Context: an optimization exercise on an open-source flow, tuned for small area. The choices shown serve that exercise and are no tape-out recipe. In this exercise RTL edits were held to simulation tests only and were not proved equivalent to the original.

**flow/design.v**
```verilog
module alu #(parameter n =8) (input logic [n-1:0] a, b, 
								input logic [2:0] func, 
								output logic [3:0] flags,
								output logic [n-1:0] out); 
logic[n-1:0] ar,b1;    
logic [(2*n)-1:0] temp_product;     
always_comb
begin
   if(func == 3'b011)
		b1 = ~b + 1'b1;  
   else
		b1 = b;
ar = a+b1;
end
always_comb
begin
	flags = 4'b0000;
	out = 0;  
	temp_product = '0;
	case(func)
	3'b000: out = a;
	3'b001: out = b;
	3'b101 : flags = 4'b0000;
	3'b010: 
		begin
			out = ar;  
			flags[3] = a[7] & b[7] & ~out[7] | ~a[7] & ~b[7] & out[7];  
			flags[0] = a[7] & b[7]  |  a[7] & ~out[7] | b[7] & ~out[7];  
		end
	3'b011:
		begin
			out = ar;  
			flags[3] = ~a[7] & b[7] & ~out[7] |  a[7] & ~b[7] & out[7];  
			flags[0] = a[7] & ~b[7] |  a[7] & out[7] | ~b[7] & out[7];  
		end
	3'b100:
		begin
			temp_product = $signed(a) * $signed(b1);  
			out = temp_product [(2*n)-2:n-1];  
			flags[3] = (~a[7] & ~b[7] & out[7]) | (~a[7] & b[7] & ~out[7]) | 
						(a[7] & ~b[7] & ~out[7]) | (a[7] & b[7] & out[7]);
		end
	default: ;
	endcase
	flags[1] = out == {n{1'b0}};  
	flags[2] = out[n-1];  
end
endmodule
module decoder ( input logic [5:0] opcode,  
				input [3:0] flags,  
				input logic ready, br_cond,   
				output logic pc_incr, pc_absbranch, pc_relbranch,  
				output logic [2:0] ALUfunc,  
				output logic imm,	 
				output logic w,   
				output logic store, disp); 
logic branch;
always_comb 
begin
	pc_incr = 1'b1;
	pc_absbranch = 1'b0;
	pc_relbranch = 1'b0;
	w = '0;
	ALUfunc = 3'b101;
	imm = 1'b0;
	store = 1'b0;
	disp = 1'b0;
	branch = 1'b0;
	case (opcode)
		6'b000000	:;
		6'b000001	:begin 
					w = 1'b1;
					ALUfunc = 3'b010;
					imm = 1'b0;
				 end
		6'b000010	:begin 
					w = 1'b1;
					imm = 1'b1;
					store = 1'b0;
					ALUfunc = 3'b010;
				 end
		6'b000101	:begin 
					w = 1'b1;
					imm = 1'b0;
					ALUfunc = 3'b100;
				 end
		6'b000110	:begin 
					w = 1'b1;
					imm = 1'b1;
					store = 1'b0;
					ALUfunc = 3'b100;
				 end
		6'b000111	:begin
					disp = 1'b1;
					imm = 1'b0;
					ALUfunc = 3'b010;
				end
		6'b001000	:begin
					store = 1'b1;
					ALUfunc = 3'b010;
				end	
		6'b001001  :begin
					if (ready == br_cond)
						branch = 1'b1;
				end
		6'b001010  :begin
					pc_absbranch = 1'b0;
					pc_incr = 1'b0;
				end
	endcase
	if (branch)
	begin
		pc_relbranch = 1'b1;
		pc_incr = 1'b0;
	end
end
endmodule
module pc #(parameter p = 6) (input logic clock, reset,
				input logic pc_inc, pc_relbranch, pc_absbranch,
				input logic [p-1:0] branchaddr,
				output logic [p-1:0] pc_out);
logic [p-1:0] temp_branch;
logic [p-1:0] pc_out_next;
always_comb
begin
pc_out_next = '0;
if (pc_inc)
	temp_branch = {{(p-1) {1'b0}}, 1'b1};  
else 
	temp_branch = branchaddr;
if (pc_inc | pc_relbranch)
		pc_out_next = pc_out + temp_branch;
else if (pc_absbranch)
		pc_out_next = branchaddr;	
end
always_ff @(posedge clock, negedge reset)
begin
	if (!reset)
		pc_out <= {(p){1'b0}};
	else 	
		pc_out <= pc_out_next;
end
endmodule
module regs #(parameter n = 8, r = 3) (input logic clock, w_en, reset,
				input logic [n-1:0] w_data,
				input logic [r-1:0] r_addr1, r_addr2,
				output logic [n-1:0] reg_data1, reg_data2);
logic [n-1:0] gpr [(1<<r)-1:1];
logic [n-1:0] next_gpr [(1<<r)-1:1];
for (genvar k = 1; k < (1<<r); k++) begin : g_gpr
	always_ff @ (posedge clock, negedge reset)   
	begin
		if (!reset)
			gpr[k] <= '0;
		else
			gpr[k] <= next_gpr[k];
	end
end
always_comb
begin
	for (int k = 1; k < (1<<r); k++) next_gpr[k] = gpr[k];
	if (r_addr1 == '0)
		reg_data1 = {n{1'b0}};
	else 
		reg_data1 = gpr [r_addr1];
	if (r_addr2 == '0)
		reg_data2 = {n{1'b0}};
	else 
		reg_data2 = gpr[r_addr2];
	for (int k = 1; k < (1<<r); k++)
		if (w_en && r_addr2 == k)
			next_gpr[k] = w_data;
end
endmodule
module prog_mem #(parameter p = 6, i = 24)  
					(input logic [p-1:0] addr,
					output logic [i:0] instr_code);  
logic [i:0] prog_mem[(1<<p)-1:0];
initial
  $readmemh("prog.hex", prog_mem);
always_comb
  instr_code = prog_mem[addr];
endmodule  
module picoMIPS (input logic clk,         
                 input logic reset,       
                 input logic ready,       
                 input logic [7:0] sw,    
                 output logic [7:0] LED);
parameter n = 8;  
parameter p = 6;  
parameter i = 24;  
logic [i:0] instr;           
logic [p-1:0] pc_out;        
logic pc_incr, pc_absbranch, pc_relbranch;
logic [2:0] ALUfunc;
logic imm, w, store, disp;
logic [3:0] flags;
logic [n-1:0] reg_data1, reg_data2, alu_b, alu_out;
pc #(.p(p)) prog_counter (.clock(clk), .reset(reset),
        .pc_inc(pc_incr), .pc_relbranch(pc_relbranch), .pc_absbranch(pc_absbranch),
        .branchaddr(instr[p-1:0]), .pc_out(pc_out));
prog_mem #(.p(p), .i(i)) prog_memory (.addr(pc_out), .instr_code(instr));
decoder d1 (.opcode(instr[23:18]), .flags(flags), .ready(ready), .br_cond(instr[7]),
        .pc_incr(pc_incr), .pc_absbranch(pc_absbranch), .pc_relbranch(pc_relbranch),
        .ALUfunc(ALUfunc), .imm(imm), .w(w), .store(store), .disp(disp));
regs #(.n(n), .r(3)) gpr (.clock(clk), .w_en(w | store), .reset(reset),
        .w_data(alu_out), .r_addr1(instr[10:8]), .r_addr2(instr[15:13]),
        .reg_data1(reg_data1), .reg_data2(reg_data2));
always_comb
  if (store)
    alu_b = sw;
  else if (imm)
    alu_b = instr[n-1:0];
  else
    alu_b = reg_data2;
alu #(.n(n)) alu1 (.a(reg_data1), .b(alu_b), .func(ALUfunc), .flags(flags), .out(alu_out));
always_ff @(posedge clk, negedge reset)
  if (!reset)
    LED <= '0;
  else if (disp)
    LED <= alu_out;
endmodule
```
**flow/prog.hex**
```
// Sample picoMIPS program which could support affine transformation algorithm
// n = 8 bits, Isize = 12+n = 20 bits
// format: 6b opcode, 3b %d, 3b %s, 8b immediate or address
// x2 = a11*x1 + a12*y1 + b11; y2 = a21*x1 + a22*y1 + b21;
// HEX ///////////////// BINARY //////////////////////////////////////// ASSEMBLER ///////////////////////
080000    // 24'b000010_00000_00000_00000000    //   ADDI %0, %0, 0;    clear REG 0
240080    // 24'b001001_00000_00000_10000000    //   BREL %-, %-, 1;    until Bstus=0 goto next Instruction
240000    // 20'b001001_00000_00000_00000000    //   BREL %-, %-, 0;    until Bstus=1 goto next Instruction[REPEAT HERE]
202000    // 20'b001000_00001_00000_00000000    //   ADDS %1, %0, -;    REG 1 <= inport x1
204000    // 20'b001000_00010_00000_00000000    //   ADDS %2, %0, -;    REG 2 <= inport x1
240080    // 20'b001001_00000_00000_10000000    //   BREL %-, %-, 1;    until Bstus=0 goto next Instruction
240000    // 20'b001001_00000_00000_00000000    //   BREL %-, %-, 0;    until Bstus=1 goto next Instruction
206000    // 20'b001000_00011_00000_00000000    //   ADDS %3, %0, -;    REG 3 <= inport y1
208000    // 20'b001000_00100_00000_00000000    //   ADDS %4, %0, -;    REG 4 <= inport y1
240080    // 20'b001001_00000_00000_10000000    //   BREL %-, %-, 1;    until Bstus=0 goto next Instruction
182160    // 20'b000110_00001_00001_01100000    //   MULI %1, %1, 0.75; %1 = %1 * 0.75; // 0.75x1
1842C0    // 20'b000110_00010_00010_11000000    //   MULI %2, %2, -0.5; %2 = %2 * -0.5; // -0.5x1
186340    // 20'b000110_00011_00011_01000000    //   MULI %3, %3, 0.5;  %3 = %3 * 0.5;  // 0.5y1
188460    // 20'b000110_00100_00100_01100000    //   MULI %4, %4, 0.75; %4 = %4 * 0.75; // 0.75y1
42300    // 20'b000001_00001_00011_00000000    //   ADD  %1, %3, -;    %1 = %1 + %3;   // 0.75x1 + 0.5y1
44400    // 20'b000001_00010_00100_00000000    //   ADD  %2, %4, -;    %2 = %2 + %4;   // -0.5x1 + 0.75y1
82114    // 20'b000010_00001_00001_00010100    //   ADDI %1, %1, 20;   %1 = %1 + 20;   // x2 = 0.75x1 + 0.5y1 + 20
1C2000    // 20'b000111_00001_00000_00000000    //   DISP %1, %0, -;    SHOW %1
240000    // 20'b001001_00000_00000_00000000    //   BREL %-, %-, 0;    until Bstus=1 goto next Instruction
842EC    // 20'b000010_00010_00010_11101100    //   ADDI %2, %2, -20;  %2 = %2 + -20;  // y2 = -0.5x1 + 0.75y1 - 20
1C4000    // 20'b000111_00010_00000_00000000    //   DISP %2, %0, -;    SHOW %2
280083    // 20'b001010_00000_00000_10000011    //   BABS %-, %-, 3;    until Bstus=0 goto LINE3 Instruction
// unused program memory, padded with NOP
000000
000000
000000
000000
000000
000000
000000
000000
000000
000000
000000
000000
000000
000000
000000
000000
000000
000000
000000
000000
000000
000000
000000
000000
000000
000000
000000
000000
000000
000000
000000
000000
000000
000000
000000
000000
000000
000000
000000
000000
000000
000000
```
**flow/run.sh**
```bash
#!/bin/bash
# synth_recipe.tcl (not shown) runs the flow's synth.tcl, then flattens the netlist and writes it again
# the make line also repeats each setting of config.mk as NAME=value (left out here)
make -C /OpenROAD-flow-scripts/flow DESIGN_CONFIG=/design/flow/config.mk WORK_HOME=/design/flow/orfs CLKGATE_MAP_FILE= SYNTH_SCRIPT=/design/flow/synth_recipe.tcl finish
```
**flow/config.mk**
```make
export PLATFORM = sky130hd
export DESIGN_NAME = picoMIPS
export DESIGN_NICKNAME = picoMIPS
export VERILOG_FILES = /design/flow/design.v
export SDC_FILE = /design/flow/constraint.sdc
export NUM_CORES = 4
export LEC_CHECK = 0
export CAP_MARGIN = 20
export CORE_MARGIN = 2
export CORE_UTILIZATION = 40
export SLEW_MARGIN = 20
```
**flow/constraint.sdc**
```tcl
create_clock -name core_clock -period 12.0 [get_ports {clk}]
set_input_delay 2.4000 -clock core_clock [delete_from_list [all_inputs] [get_ports {clk}]]
set_output_delay 2.4000 -clock core_clock [all_outputs]
set_load 0.01 [all_outputs]
```
==> results of run 1 <==
[routing by layer]
layer / wire, um / global-route usage [%] / part of all wire, % / vias to the layer above
met5: 0 / 0 / 0 / -
li1: - / - / - / 2889
met2: 8640 / 33.94 / 42 / 226
met3: 1313 / 3.826 / 6.4 / 46
met4: 663 / 7.937 / 3.2 / 0
met1: 9802 / 34.56 / 48 / 2949
[cells in the final DEF (no fill, tap or decap), types with 5 or more instances in the layout]
master           netlist  routed
a21oi_1               43      43
a221o_1                6       6
a221oi_1               7       7
a22oi_1                6       6
a31oi_1                7       7
and2_1                 8       8
and3_1                 5       5
buf_4                  4       5
clkbuf_16              0       9
clkdlybuf4s50_1        0      17
dfrtp_1               70      70
fa_1                  52      52
ha_1                  47      47
inv_1                 90      90
mux2_2                11      11
mux2i_1               15      15
nand2_1              128     128
nand2b_1              11      11
nand3_1               17      17
nor2_1                76      76
nor2b_1               14      14
nor3_1                12      12
nor3b_1                5       5
o21ai_0               71      71
o31ai_1                9       9
xnor2_1               20      20
[cell type report]
type,instances,area [sq um],area share [%]
well taps,225,281.5,3.612
flip-flops and latches,70,1752,22.47
multi-input cells,653,4887,62.70
repair buffers,22,207.7,2.665
clock buffers,9,225.2,2.889
inverters,92,345.3,4.430
clock inverters,7,96.34,1.236
[flip-flops by register name, summed over array words and instances, names as in the netlist]
name / count
LED: 8
gpr.gpr: 56
prog_counter.pc_out: 6
[per-stage QoR]
stage	instance area (sq um)	setup WS (ps)	cells	hold WS, ps
finish	7795	3289	1078	470.5
global placement	7473	3472	1062	456.5
CTS	7795	3424	1078	477.4
floorplan	7151	4708	849	441.8
global route	7795	2753	1078	500.3
detailed placement	7473	3426	1062	463.5
[cells by family (layout without fill, tap and decap cells)]
kind of cell	Yosys count	count (layout)	share of synthesized area, %
AO/OA/AOI/OAI	206	206	19.88
XOR/XNOR	24	24	2.940
adder cells (fa/ha/maj)	99	99	22.78
buffers and inverters	126	130	7.157
flip-flops	70	70	24.50
multiplexers	26	26	3.832
AND/OR/NAND/NOR	298	298	18.92
[path summary, 6_finish.rpt]
| check | slack [ps] | from | cells past startpoint | to |
|---|---|---|---|---|
| min in group asynchronous | 2190 | reset | 1 | prog_counter.pc_out[2]$_DFF_PN0_ |
| hold / removal | 470 | gpr.gpr[6][0]$_DFFE_PN0P_ | 2 | gpr.gpr[6][0]$_DFFE_PN0P_ |
| setup reg to reg | 3290 | prog_counter.pc_out[1]$_DFF_PN0_ | 28 | gpr.gpr[5][6]$_DFFE_PN0P_ |
| max in group asynchronous | 9210 | reset | 1 | gpr.gpr[3][7]$_DFFE_PN0P_ |
| hold reg to reg | 470 | gpr.gpr[6][0]$_DFFE_PN0P_ | 2 | gpr.gpr[6][0]$_DFFE_PN0P_ |
| setup / recovery | 3290 | prog_counter.pc_out[1]$_DFF_PN0_ | 28 | gpr.gpr[5][6]$_DFFE_PN0P_ |
[worst max-delay path, delay by kind of cell (launching register included)]
kind	cells	cell delay, ps
adder cells (fa/ha/maj)	6	2680
AO/OA/AOI/OAI	10	2470
AND/OR/NAND/NOR	5	1370
multiplexers	2	900
buffers and inverters	4	530
flip-flops	1	480
XOR/XNOR	1	130
==> results.py, run 1 <==
metrics = {
    "cts": {
        "post-cts-setup-buffers": 0,
        "cts_inserted_buffers": 9,
        "number_of_gates_resized_after_cts": 0,
        "htreeDepth": 3,
        "tritoncts": "built",
        "clkTransAtPathRegs_ps": 60,
        "cts_hold_buf": 0,
        "worstSkewPairLatency_ps": 340,
        "clock_tree.buffer_depth": 2,
        "numClockSinks": 70,
        "root_buffer": "clkbuf_16",
    },
    "finish": {
        "fillerInstances": 1749,
        "finalCoreUtilization_pct": 44.76,
        "syn2layout_area_growth_pct": 9.011,
        "final_net_count": 958,
        "final_layout_size_suffix_gt1_share_pct": 6.682,
        "antenna_cells": 0,
    },
    "routing": {
        "wl_um": 20420,
        "drt.antenna.violating_nets": 0,
        "dr_total_vias": 6110,
        "dr.first_iter.drc_count": 540,
        "drt-pass1-iter-count": 5,
        "wire_length_per_cell_after_detailed_routing_um": 18.94,
        "detail_route.drc_violations": 0,
        "post_drt_via_cell_ratio": 5.668,
    },
    "die": {
        "design.die.area_sq_um": 18960,
        "boundaryPins": 19,
        "effective_utilization_at_floorplan_pct": 41.06,
        "placementRows": 48,
        "core_area_sq_um": 17420,
        "chipWidth_um": 137.7,
        "height_of_the_die_um": 137.7,
    },
    "synthesis": {
        "netlist_instances": 849,
        "number_of_synthesized_register_bits": 70,
        "synth-edff-count": 0,
        "syn_avg_cell_area_sq_um": 8.422,
        "synth_fp_nets": 959,
        "synth.yosys.seq_area_share_pct": 24.50,
        "synthDistinctLibCells": 75,
        "postSynth.topFlopCell": "dfrtp_1",
        "synth_top_cell_by_area": "dfrtp_1",
        "ys_warn_count": 16,
        "yosysMostFrequentCell": "nand2_1",
        "synth_top_cells_by_area": "dfrtp_1 (24%), fa_1 (15%), ha_1 (8.2%)",
        "yosys.area.top_type_share_pct": 24.50,
        "synth_async_sr_flop_share_pct": 100.0,
        "most_common_library_cells_after_synthesis": "nand2_1 (128), inv_1 (90), nor2_1 (76), o21ai_0 (71), dfrtp_1 (70)",
        "synthesis.area_sq_um": 7151,
    },
    "grt": {
        "antenna_found_initial": 0,
        "largest_net_degree_at_the_start_of_global_routing": 71,
        "via_count_of_the_first_global_routing_pass": 5961,
        "wire_length_of_the_first_global_routing_pass_um": 33410,
        "grt-ovfl-total": 0,
        "grt_resource_usage_total_pct": 23.21,
    },
    "worst_setup_path": {
        "worst_setup_path_start_kind": "register",
        "cp_max_fo": 14,
        "max_stage_delay_ps": 620,
        "slowest_stage": "a221oi_4",
        "critPathArrivalTime_ps": 8910,
        "timing.critical_path.to_type": "register",
        "critical_path_class": "reg -> reg",
        "worst-endpoint-required_ps": 12200,
    },
    "place": {
        "routabilityCongestion": 0.9144,
        "portBuffers": 18,
        "dp_hpwl_um": 15210,
    },
    "job": {
        "drv.max_cap_violation_count": 0,
    },
    "timing": {
        "setup_tns_ps": 0,
        "hold_viol_final": 0,
        "skew_ps": 9.030,
        "maxSlewViolCount": 0,
        "final.period_utilization_pct": 72.59,
        "final-setup-viol-count": 0,
        "unrepaired_setup_endpoints_after_global_routing": "false",
        "maxClockFrequency_mhz": 114.8,
        "final.min_clock_period_ps": 8711,
        "tightest_slew_ps": 996.7,
        "worst_slew_margin_rel_pct": 33.55,
    },
    "hold_path": {
        "min_path_type": "reg -> reg",
    },
    "outcome": {
        "outcome": "finished clean",
    },
}
==> inputs of run 2 (changes only) <==
==> flow/design.v (replaced) <==
module picoMIPS (input  logic clk,
                 input  logic reset,
                 input  logic ready,
                 input  logic [7:0] sw,
                 output logic [7:0] LED);
logic [4:0] st, nx;
logic en, disp, useS, inv, g, m;
assign nx[0] = (st[0] & st[2] & ~st[3]) | (~st[0] & ~st[1] & ~st[2] & ~st[4]) | (st[0] & st[1] & ~st[3]) | (st[1] & st[2] & ~st[4]) | (st[2] & ~st[3] & st[4]) | (st[0] & st[4] & ~ready) | (st[0] & ~st[2] & st[4]) | (~st[0] & ~st[2] & ~st[4] & ~ready);
assign nx[1] = (st[0]) | (st[1] & ~st[4] & ready);
assign nx[2] = (st[1] & ~ready) | (st[0] & st[1]) | (~st[0] & st[2] & ~st[4] & ~ready) | (st[1] & st[4]);
assign nx[3] = (st[0] & st[2]) | (st[2] & ready) | (st[2] & st[4]) | (~st[1] & st[3] & st[4] & ready);
assign nx[4] = (st[3] & ~ready) | (~st[2] & st[3]) | (~st[1] & st[3]) | (~st[0] & ~st[1] & ~st[2] & st[4] & ~ready) | (st[3] & st[4]);
assign en = (~st[1] & ~st[2] & ~st[3] & ~st[4]) | (st[1] & ~st[2] & ~st[3] & st[4]) | (~st[0] & st[2] & st[3]);
assign disp = (st[1] & ~st[2] & ~st[3] & st[4]) | (st[0] & ~st[2] & st[4]);
assign useS = (~st[4]);
assign inv = (st[0]);
assign g = (st[1]) | (st[0]);
assign m = (~st[1] & st[3]);
always_ff @(posedge clk, negedge reset)
  if (!reset) st <= 5'd7;
  else        st <= nx;
logic [7:0] R, S;
wire [7:0] k  = useS ? (S ^ {8{inv}}) : 8'd20;
wire [8:0] a9 = {sw[7], sw};
wire [8:0] b9 = g ? {sw[7], sw[7], sw[7:1]} : {9{m}};
wire [8:0] k9 = {k, 1'b0};
wire [8:0] u  = a9 ^ b9 ^ k9;
wire [9:0] v  = {(a9 & b9) | (a9 & k9) | (b9 & k9), 1'b0};
wire [9:0] c;
wire [8:0] t;
assign c[0] = 1'b0;
for (genvar j = 0; j < 9; j++) begin : g_rc
  assign t[j]   = u[j] ^ v[j] ^ c[j];
  assign c[j+1] = (u[j] & v[j]) | (u[j] & c[j]) | (v[j] & c[j]);
end
always_ff @(posedge clk)
  if (en) begin
    R <= t[8:1];
    S <= R;
  end
always_ff @(posedge clk, negedge reset)
  if (!reset)    LED <= '0;
  else if (disp) LED <= S;
endmodule
==> flow/flow/run.sh (new file) <==
#!/bin/bash
# The standard layout (standard.sh: ORFS synthesis to final layout), with
# the port buffers that global placement inserts made of the smallest
# buffer cell, sky130_fd_sc_hd__buf_1, instead of the one OpenROAD picks.
set -euo pipefail
export BUFFER_PORTS_ARGS="-buffer_cell sky130_fd_sc_hd__buf_1"
bash standard.sh > standard.log 2>&1
==> flow/standard.sh (new file) <==
#!/bin/bash
# synth_recipe.tcl (not shown) runs the flow's synth.tcl, then flattens the netlist and writes it again
# the make line also repeats each setting of config.mk as NAME=value (left out here)
make -C /OpenROAD-flow-scripts/flow DESIGN_CONFIG=/design/flow/config.mk WORK_HOME=/design/flow/orfs CLKGATE_MAP_FILE= SYNTH_SCRIPT=/design/flow/synth_recipe.tcl "${@:-finish}"
--- a/flow/config.mk
+++ b/flow/config.mk
@@ -5,7 +5,8 @@
 export SDC_FILE = /design/flow/constraint.sdc
 export NUM_CORES = 4
 export LEC_CHECK = 0
+export ABC_AREA = 1
 export CAP_MARGIN = 20
 export CORE_MARGIN = 2
-export CORE_UTILIZATION = 40
+export CORE_UTILIZATION = 70
 export SLEW_MARGIN = 20
removed: flow/prog.hex
removed: flow/run.sh
==> run 2 against run 1 <==
Effect of this change:
- wire length down 85%
- sequential share of layout area increased by 21 points
- clock-buffer cell count down 3
- global-route usage up 3.2 points
- non-clock buffer count is 4 lower
- critical path type is now in -> reg
- via count fell by 79%
- synthesized cell count fell by 80%
==> results.py, run 2 <==
metrics = {
    "timing": {
        "hold_viol_final": 0,
        "maxSlewViolCount": 0,
        "final-setup-viol-count": 0,
        "tightest_slew_ps": 698.7,
        "worst_slew_margin_rel_pct": 53.29,
        "fin_worst_hold_slack_ps": 426.5,
        "setup_tns_ps": 0,
        "final.min_clock_period_ps": 5937,
        "timing.final.ws_setup_ps": 6063,
        "final.period_utilization_pct": 49.48,
        "maxClockFrequency_mhz": 168.4,
        "unrepaired_setup_endpoints_after_global_routing": "false",
        "skew_ps": 12.34,
    },
    "routing": {
        "wire_length_per_cell_after_detailed_routing_um": 13.80,
        "wl_um": 3035,
        "drt-pass1-iter-count": 4,
        "dr.first_iter.drc_count": 29,
        "drt.antenna.violating_nets": 0,
        "dr_total_vias": 1253,
        "detail_route.drc_violations": 0,
        "post_drt_via_cell_ratio": 5.695,
    },
    "finish": {
        "syn2layout_area_growth_pct": 8.351,
        "ff_latch_area_sq_um": 809.5,
        "multi_input_comb_area_sq_um": 774.5,
        "reg_top3": "LED: 8 flops, R: 8 flops, S: 8 flops",
        "final_net_count": 217,
        "layout_common_cells": "nand2_1 (33), inv_1 (24), nand3_1 (20)",
        "most_frequent_standard_cell_in_the_layout_excluding_fill_and_tap_cells": "nand2_1",
        "antenna_cells": 0,
        "final_layout_size_suffix_gt1_share_pct": 9.896,
        "fillerInstances": 137,
    },
    "place": {
        "routabilityCongestion": 0.7529,
        "portBuffers": 18,
        "dp_hpwl_um": 2274,
        "detailedPlace.worstSlack_ps": 5717,
    },
    "worst_setup_path": {
        "worst-endpoint-required_ps": 12090,
        "timing.reg2reg.worst_path_depth": 20,
        "worst_setup_path_start_kind": "input pin",
        "cp_max_fo": 3,
        "reg2reg_slack_ps": 7270,
        "critical_path_class": "in -> reg",
        "cp_most_frequent_cell": "fa_1",
        "critical_path_cell_count": 19,
        "buffers_and_inverters_on_the_worst_path": 5,
        "slowest_stage": "fa_1",
        "worst_path_dominant_cell_family": "adder cells",
        "max_stage_delay_ps": 430,
        "crit_chain": "buf_1 > nor2_1 > nor2_1 > fa_1 > ha_1 > fa_1 > inv_1 > fa_1 > inv_1 > fa_1 > fa_1 > fa_1 > fa_1 > inv_1 > nand2_1 > nand3_1 > nand3_1 > nand2_1 > inv_1",
        "timing.critical_path.to_type": "register",
        "critPathArrivalTime_ps": 6030,
    },
    "die": {
        "height_of_the_die_um": 53.61,
        "placementRows": 17,
        "boundaryPins": 19,
        "core_area_sq_um": 2276,
        "effective_utilization_at_floorplan_pct": 75.70,
        "chipWidth_um": 53.61,
        "design.die.area_sq_um": 2874,
    },
    "synthesis": {
        "syn_avg_cell_area_sq_um": 10.13,
        "number_of_synthesized_register_bits": 29,
        "synth_async_sr_flop_share_pct": 44.83,
        "synth-edff-count": 16,
        "synth.yosys.seq_area_share_pct": 46.99,
        "ys_warn_count": 1,
        "netlist_instances": 170,
        "yosysMostFrequentCell": "nand2_1",
        "yosys.area.top_type_share_pct": 27.89,
        "synth_top_cells_by_area": "edfxtp_1 (28%), fa_1 (15%), dfrtp_1 (15%)",
        "postSynth.topFlopCell": "edfxtp_1",
        "synth_top_cell_by_area": "edfxtp_1",
        "synthDistinctLibCells": 25,
        "synthesis.area_sq_um": 1723,
        "synth_fp_nets": 196,
        "most_common_library_cells_after_synthesis": "nand2_1 (33), inv_1 (24), nand3_1 (20), edfxtp_1 (16), fa_1 (13)",
    },
    "hold_path": {
        "worst_hold_path.num_cells": 0,
        "min_path_type": "reg -> reg",
    },
    "cts": {
        "worstSkewPairLatency_ps": 330,
        "cts_hold_buf": 0,
        "tritoncts": "built",
        "clkTransAtPathRegs_ps": 80,
        "htreeDepth": 2,
        "post-cts-setup-buffers": 0,
        "numClockSinks": 29,
        "cts_inserted_buffers": 5,
        "number_of_gates_resized_after_cts": 0,
        "clock_tree.buffer_depth": 2,
        "root_buffer": "clkbuf_4",
    },
    "grt": {
        "via_count_of_the_first_global_routing_pass": 1186,
        "antenna_found_initial": 0,
        "largest_net_degree_at_the_start_of_global_routing": 19,
        "grt_resource_usage_total_pct": 26.38,
        "wire_length_of_the_first_global_routing_pass_um": 5126,
        "grt-ovfl-total": 0,
    },
    "job": {
        "drv.max_cap_violation_count": 0,
    },
    "outcome": {
        "outcome": "finished clean",
    },
}
==> run 2: changes by cell type after synthesis, sizes merged, moves of 18 or more <==
cell,previous run,this run
clkbuf,19,0
ha,47,2
nor2,78,9
xnor2,20,2
nand2,128,34
dfrtp,70,10
inv,92,28
o21ai,73,13
a21oi,45,9
fa,52,13
==> run 2: path summary, 6_finish.rpt <==
kind	start	to
min in group asynchronous	reset	LED[0]$_DFFE_PN0P_
max	sw[2]	R[7]$_DFFE_PP_
max in group asynchronous	reset	st[3]$_DFF_PN0_
min	R[7]$_DFFE_PP_	S[7]$_DFFE_PP_
min reg2reg	R[7]$_DFFE_PP_	S[7]$_DFFE_PP_
max reg2reg	st[0]$_DFF_PN1_	R[7]$_DFFE_PP_
==> run 2: stage by stage <==
step / utilization, % / cells / instance area, sq um
detailed placement: 78.72 / 212 / 1792
global placement: 78.72 / 212 / 1792
CTS: 82.02 / 220 / 1867
floorplan: - / 170 / 1723
global route: 82.02 / 220 / 1867
finish: 82.02 / 220 / 1867
==> run 2: kinds of logic after synthesis <==
family,share of synthesized area (%)
AOI/OAI and AO/OA,7.480
xor gates and xnor gates,1.017
adders and majority gates,16.56
buffers and inverters,8.061
DFF,46.99
and+or+nand+nor,19.90
==> run 2: area by class of cell <==
cell class	count	area share [%]
Multi-Input combinational cell	109	41.49
Clock buffer	6	2.212
Tap cell	28	1.877
Timing Repair Buffer	18	3.619
Inverter	28	5.630
Clock inverter	2	1.810
Sequential cell	29	43.36
==> run 2: worst register-to-register path: cells and delay by family (launching register included) <==
family | cells | cell delay [ps]
flip-flops | 1 | 800
buffers and inverters | 5 | 380
adder cells (fa/ha/maj) | 8 | 2760
AND/OR/NAND/NOR | 7 | 560
==> run 2: routing by layer <==
| metal | share of wire, % | vias to the layer above | GRT usage [%] |
|---|---|---|---|
| met4 | 4.2 | 0 | 16.67 |
| met2 | 47 | 60 | 42.80 |
| li1 | - | 600 | - |
| met3 | 7.2 | 14 | 8.333 |
| met5 | 0 | - | 0 |
| met1 | 41 | 579 | 30.33 |

[separate check: timing with driven ports]
Ports are ideal in the flow. The routed layouts listed here were re-timed in OpenROAD. Step 1: set_driving_cell puts a clkbuf_16 on clk and a buf_2 on each other input, an assumption about the parent block. Step 2 also shifts input and output timing later by t, the mid clock arrival at the registers, as if the neighbouring blocks saw the same clock. Slacks: ideal ports / drivers / drivers and shift; pairs: ideal ports / drivers.
| run | t (ns) | slack for setup (ns) | slew at the worst register clock pin (ns) | cell pins on the clock port's net |
|---|---|---|---|---|
| run 1 | 0.373 | 3.289 / 3.289 / 3.289 | 0.06 / 0.06 | 1 |
| run 2 | 0.341 | 6.063 / 6.062 / 5.721 | 0.10 / 0.10 | 1 |
After both steps every run listed still meets setup and hold. For run 2, which loses most, drivers alone change the setup slack by -0.001 ns; drivers and shift together by -0.342 ns.
